Source: an optimization exercise on an open RTL-to-GDS flow (aim: small area, a short achievable clock period and few clock cycles per item). Production flows keep margins and buffers that such runs may drop.

==> trial 54: inputs <==
## mandel_engine
module mandel_engine (
    input             clk,
    input             reset,      
    input             start,      
    input  [31:0]     x,          
    input  [31:0]     y,          
    input  [20:0]     delta,      
    output            busy,       
    output reg        wr_en,      
    output reg [8:0]  wr_addr,    
    output reg [15:0] wr_data     
);
export LEC_CHECK = 0
export CAP_MARGIN = 20
export CORE_MARGIN = 2
export CORE_UTILIZATION = 40
export CTS_CLUSTER_DIAMETER = 100
export CTS_CLUSTER_SIZE = 25
export SLEW_MARGIN = 20
export SYNTH_HIERARCHICAL = 1
export SYNTH_MINIMUM_KEEP_SIZE = 0
create_clock -name core_clock -period 20.0 [get_ports {clk}]
standard.sh (not shown) runs the stock make flow with config.mk's settings and CLKGATE_MAP_FILE= SYNTH_SCRIPT=/design/flow/synth_recipe.tcl, a recipe that flattens the netlist after the stock synthesis.
==> flow/flow/run.sh <==
#!/bin/bash
# Standard ORFS layout, with two changes to how it is made (the SDC, the
# period and the constraints are the standard flow's, unchanged):
#  - timing repair is asked to leave MARGIN ns of setup slack, so it
#    optimises the paths as if the clock were faster than the 20 ns it is
#    signed off at;
#  - the port buffers that the standard flow inserts on every input and
#    output are plain buf cells (buffer_ports -buffer_cell).
# Each make run writes its full output to its own log here; ORFS keeps the
# per-step logs under orfs/logs.
set -euo pipefail
MARGIN=${MARGIN:-15}
PORTBUF=${PORTBUF:-sky130_fd_sc_hd__buf_1}
bash standard.sh synth > synth.log 2>&1
bash standard.sh SETUP_SLACK_MARGIN=$MARGIN "BUFFER_PORTS_ARGS=-buffer_cell $PORTBUF" finish > layout.log 2>&1
==> trial 76: changes against trial 54 <==
--- a/flow/design.v
+++ b/flow/design.v
@@ -7100,13 +7100,14 @@
     input  [20:0]     delta,      
     output            busy,       
     output reg        wr_en,      
     output reg [8:0]  wr_addr,    
     output reg [15:0] wr_data     
 );
-reg        running;
+reg        running;       
+reg        idle;          
 reg        ini;           
 reg [31:0] gc;            
 reg [31:0] gdn;           
 reg [20:0] dr;            
 reg [8:0]  gw;            
 reg        gv;            
@@ -7240,32 +7241,36 @@
 wire [31:0] gc_n = gc + (cm ^ {32{cneg}}) + {31'd0, cneg};
 wire [31:0] dm   = ini ? {7'd0, dr, 4'd0} : {11'd0, dr};
 wire [31:0] gd_n = gdn + (dm ^ {32{ini}}) + {31'd0, ini};
 always @(posedge clk) begin
     if (reset) begin
         running <= 1'b0;
+        idle    <= 1'b1;
         ini     <= 1'b0;
         gv      <= 1'b0;
-    end else if (!running) begin
+    end else if (idle) begin
         if (start) begin
             running <= 1'b1;
+            idle    <= 1'b0;
             ini     <= 1'b1;
         end
     end else begin
         ini <= 1'b0;
         if (ini) begin
             gv <= 1'b1;
         end else if (take && gw == 9'd511) begin
             gv <= 1'b0;
         end
-        if (!ini && !gv && !act0 && !act1)
+        if (!ini && !gv && !act0 && !act1) begin
             running <= 1'b0;
+            idle    <= 1'b1;
+        end
     end
 end
 always @(posedge clk) begin
-    if (!running) begin
+    if (idle) begin
         gc  <= x;
         gdn <= ~y;
         dr  <= delta;
     end else begin
         if (ini || (take && !row_end))
             gc <= gc_n;
Settings changed: CORE_UTILIZATION 40 to 55.
==> build 56: changes against trial 54 <==
--- a/flow/design.v
+++ b/flow/design.v
@@ -4,14 +4,20 @@
 endmodule
 module me_ha (input a, input b, output s, output co);
 assign s = a ^ b;
 assign co = a & b;
 endmodule
 module me_fa1 (input a, input b, output s, output co);
-assign s = ~(a ^ b);
-assign co = a | b;
+me_xnor2 xs (.a(a), .b(b), .y(s));
+me_or2 xc (.a(a), .b(b), .y(co));
+endmodule
+module me_xnor2 (input a, input b, output y);
+assign y = ~(a ^ b);
+endmodule
+module me_or2 (input a, input b, output y);
+assign y = a | b;
 endmodule
 module me_sq (input [30:0] r, output [33:0] X, output [33:0] Y);
 wire t_p0;
 wire t_p1;
 wire t_p2;
 wire t_p3;
@@ -7100,13 +7106,14 @@
     input  [20:0]     delta,      
     output            busy,       
     output reg        wr_en,      
     output reg [8:0]  wr_addr,    
     output reg [15:0] wr_data     
 );
-reg        running;
+reg        running;       
+reg        idle;          
 reg        ini;           
 reg [31:0] gc;            
 reg [31:0] gdn;           
 reg [20:0] dr;            
 reg [8:0]  gw;            
 reg        gv;            
@@ -7240,32 +7247,36 @@
 wire [31:0] gc_n = gc + (cm ^ {32{cneg}}) + {31'd0, cneg};
 wire [31:0] dm   = ini ? {7'd0, dr, 4'd0} : {11'd0, dr};
 wire [31:0] gd_n = gdn + (dm ^ {32{ini}}) + {31'd0, ini};
 always @(posedge clk) begin
     if (reset) begin
         running <= 1'b0;
+        idle    <= 1'b1;
         ini     <= 1'b0;
         gv      <= 1'b0;
-    end else if (!running) begin
+    end else if (idle) begin
         if (start) begin
             running <= 1'b1;
+            idle    <= 1'b0;
             ini     <= 1'b1;
         end
     end else begin
         ini <= 1'b0;
         if (ini) begin
             gv <= 1'b1;
         end else if (take && gw == 9'd511) begin
             gv <= 1'b0;
         end
-        if (!ini && !gv && !act0 && !act1)
+        if (!ini && !gv && !act0 && !act1) begin
             running <= 1'b0;
+            idle    <= 1'b1;
+        end
     end
 end
 always @(posedge clk) begin
-    if (!running) begin
+    if (idle) begin
         gc  <= x;
         gdn <= ~y;
         dr  <= delta;
     end else begin
         if (ini || (take && !row_end))
             gc <= gc_n;
Settings changed: CORE_UTILIZATION 40 to 60, CTS_CLUSTER_DIAMETER 100 to 60, CTS_CLUSTER_SIZE 25 to 40.
==> build 77: changes against trial 54 <==
--- a/flow/design.v
+++ b/flow/design.v
@@ -7104,12 +7104,13 @@
     output reg [15:0] wr_data     
 );
 reg        running;
 reg        ini;           
 reg [31:0] gc;            
 reg [31:0] gdn;           
+reg [31:0] cs;            
 reg [20:0] dr;            
 reg [8:0]  gw;            
 reg        gv;            
 assign busy = running;
 reg [30:0] ra, rb;        
 reg        sa, sb;        
@@ -7222,27 +7223,19 @@
         c0  <= c1;      d0 <= d1;
         k0  <= k1 + 8'd1;
         e0  <= esc;
     end
     sv0 <= sv1;
     pi0 <= take ? 2'd0 : (done ? pi1 + 2'd1 : pi1);
-    wa0 <= take ? gwa : wa1;
+    wa0 <= take ? gw : wa1;
     p30 <= done ? {p31[7:0], pix} : p31;
     act0 <= reset ? 1'b0 : (take | (act1 & ~(done & last)));
     wr_en   <= ~reset & done & last;
     wr_addr <= wa1;
     wr_data <= {p31, pix};
 end
-wire       row_end = (gw[3:0] == 4'd15);
-wire       dir     = gw[4];
-wire [8:0] gwa     = {gw[8:4], dir ? ~gw[3:0] : gw[3:0]};
-wire        cneg = ini | dir;
-wire [31:0] cm   = ini ? {6'd0, dr, 5'd0} : {9'd0, dr, 2'd0};
-wire [31:0] gc_n = gc + (cm ^ {32{cneg}}) + {31'd0, cneg};
-wire [31:0] dm   = ini ? {7'd0, dr, 4'd0} : {11'd0, dr};
-wire [31:0] gd_n = gdn + (dm ^ {32{ini}}) + {31'd0, ini};
 always @(posedge clk) begin
     if (reset) begin
         running <= 1'b0;
         ini     <= 1'b0;
         gv      <= 1'b0;
     end else if (!running) begin
@@ -7260,21 +7253,27 @@
         if (!ini && !gv && !act0 && !act1)
             running <= 1'b0;
     end
 end
 always @(posedge clk) begin
     if (!running) begin
-        gc  <= x;
+        gc <= x;
         gdn <= ~y;
-        dr  <= delta;
+        dr <= delta;
+    end else if (ini) begin
+        gc <= gc - {6'd0, dr, 5'd0};
+        cs <= gc - {6'd0, dr, 5'd0};
+        gdn <= gdn - {7'd0, dr, 4'd0};
+        gw <= 9'd0;
     end else begin
-        if (ini || (take && !row_end))
-            gc <= gc_n;
-        if (ini || (take && row_end))
-            gdn <= gd_n;
-        if (ini)
-            gw <= 9'd0;
-        else if (take)
+        if (take) begin
             gw <= gw + 9'd1;
+            if (gw[3:0] == 4'd15) begin
+                gc <= cs;
+                gdn <= gdn + {11'd0, dr};
+            end else begin
+                gc <= gc + {9'd0, dr, 2'd0};
+            end
+        end
     end
 end
 endmodule
==> flow/flow/run.sh (replaced) <==
#!/bin/bash
# Standard ORFS layout, with timing repair aimed below the design's period:
# the SDC is unchanged (20 ns); repair_timing is asked to leave MARGIN ns of
# setup slack, so it optimises the paths as if the clock were faster.
set -euo pipefail
MARGIN=${MARGIN:-15}
bash standard.sh synth > synth.log 2>&1
bash standard.sh SETUP_SLACK_MARGIN=$MARGIN finish > layout.log 2>&1
Settings changed: CTS_CLUSTER_DIAMETER 100 to 70, CTS_CLUSTER_SIZE 25 to 30.
==> flow_summary_export.csv <==
group,metric,value,unit
sta,finalCriticalPeriod,5180,ps
placement,pre_cts_ws,14540,ps
global_routing,grt_pass1_vias,56300,
routing,wl_met1,95400,um
sta,setup_ws,14820,ps
die,start_util,55.4,%
final_layout,syn_to_final_growth,-0.801,%
routing,vias,53500,
routing,drt_wl_total,236000,um
worst_setup_path,r2r_start,"ra[26]",
status,status,"complete, no violations",
worst_setup_path,crit_end,"wr_data[5]",
# the run above: trial 76

==> flow_summary_export.csv <==
group,metric,value,unit
final_layout,syn_to_final_growth,2.66,%
sta,finalCriticalPeriod,5300,ps
global_routing,grt_pass1_vias,59300,
routing,drt_wl_total,254000,um
status,status,"complete, no violations",
routing,vias,56300,
worst_setup_path,crit_end,"busy",
routing,wl_met1,104000,um
sta,setup_ws,14700,ps
placement,pre_cts_ws,14480,ps
worst_setup_path,r2r_start,"ra[15]",
# the run above: build 77

==> flow_summary_export.csv <==
group,metric,value,unit
routing,vias,52800,
sta,setup_ws,14830,ps
status,status,"complete, no violations",
global_routing,grt_pass1_vias,56400,
worst_setup_path,crit_end,"wr_addr[1]",
die,start_util,40.2,%
placement,pre_cts_ws,14670,ps
routing,wl_met1,96800,um
# the run above: trial 54

==> flow_summary_export.csv <==
group,metric,value,unit
status,status,"complete, no violations",
final_layout,syn_to_final_growth,0.954,%
routing,wl_met1,95000,um
global_routing,grt_pass1_vias,54900,
sta,finalCriticalPeriod,5170,ps
routing,drt_wl_total,229000,um
routing,vias,52700,
worst_setup_path,crit_end,"busy",
sta,setup_ws,14830,ps
# the run above: build 56

Function was not checked in any run of this note: the RTL went through the layout flow alone.

-- static timing again, ports no longer ideal --
How much do the figures lean on ideal ports? The routed layouts below were timed once more, with nothing changed but the port constraints. Step 1 assumes that a clkbuf_16 drives the clock port and a buf_2 every other input. Step 2, shift: input delay + t, output delay - t, t = (earliest + latest rising clock arrival at the registers) / 2. This alone moves slack from input paths to output paths. Slacks: ideal ports / drivers / drivers and shift; pairs: ideal ports / drivers.
run	shift t [ns]	setup slack, ns	worst setup path after step 2
trial 54	0.731	14.830 / 14.754 / 15.042	input to register
trial 76	0.748	14.821 / 14.745 / 15.050	input to register
build 56	0.770	14.834 / 14.760 / 15.076	register to register
build 77	0.774	14.699 / 14.616 / 14.473	input to register
After both steps every run listed still meets setup and hold. For build 77, which loses most, drivers alone change the setup slack by -0.083 ns; drivers and shift together by -0.226 ns.
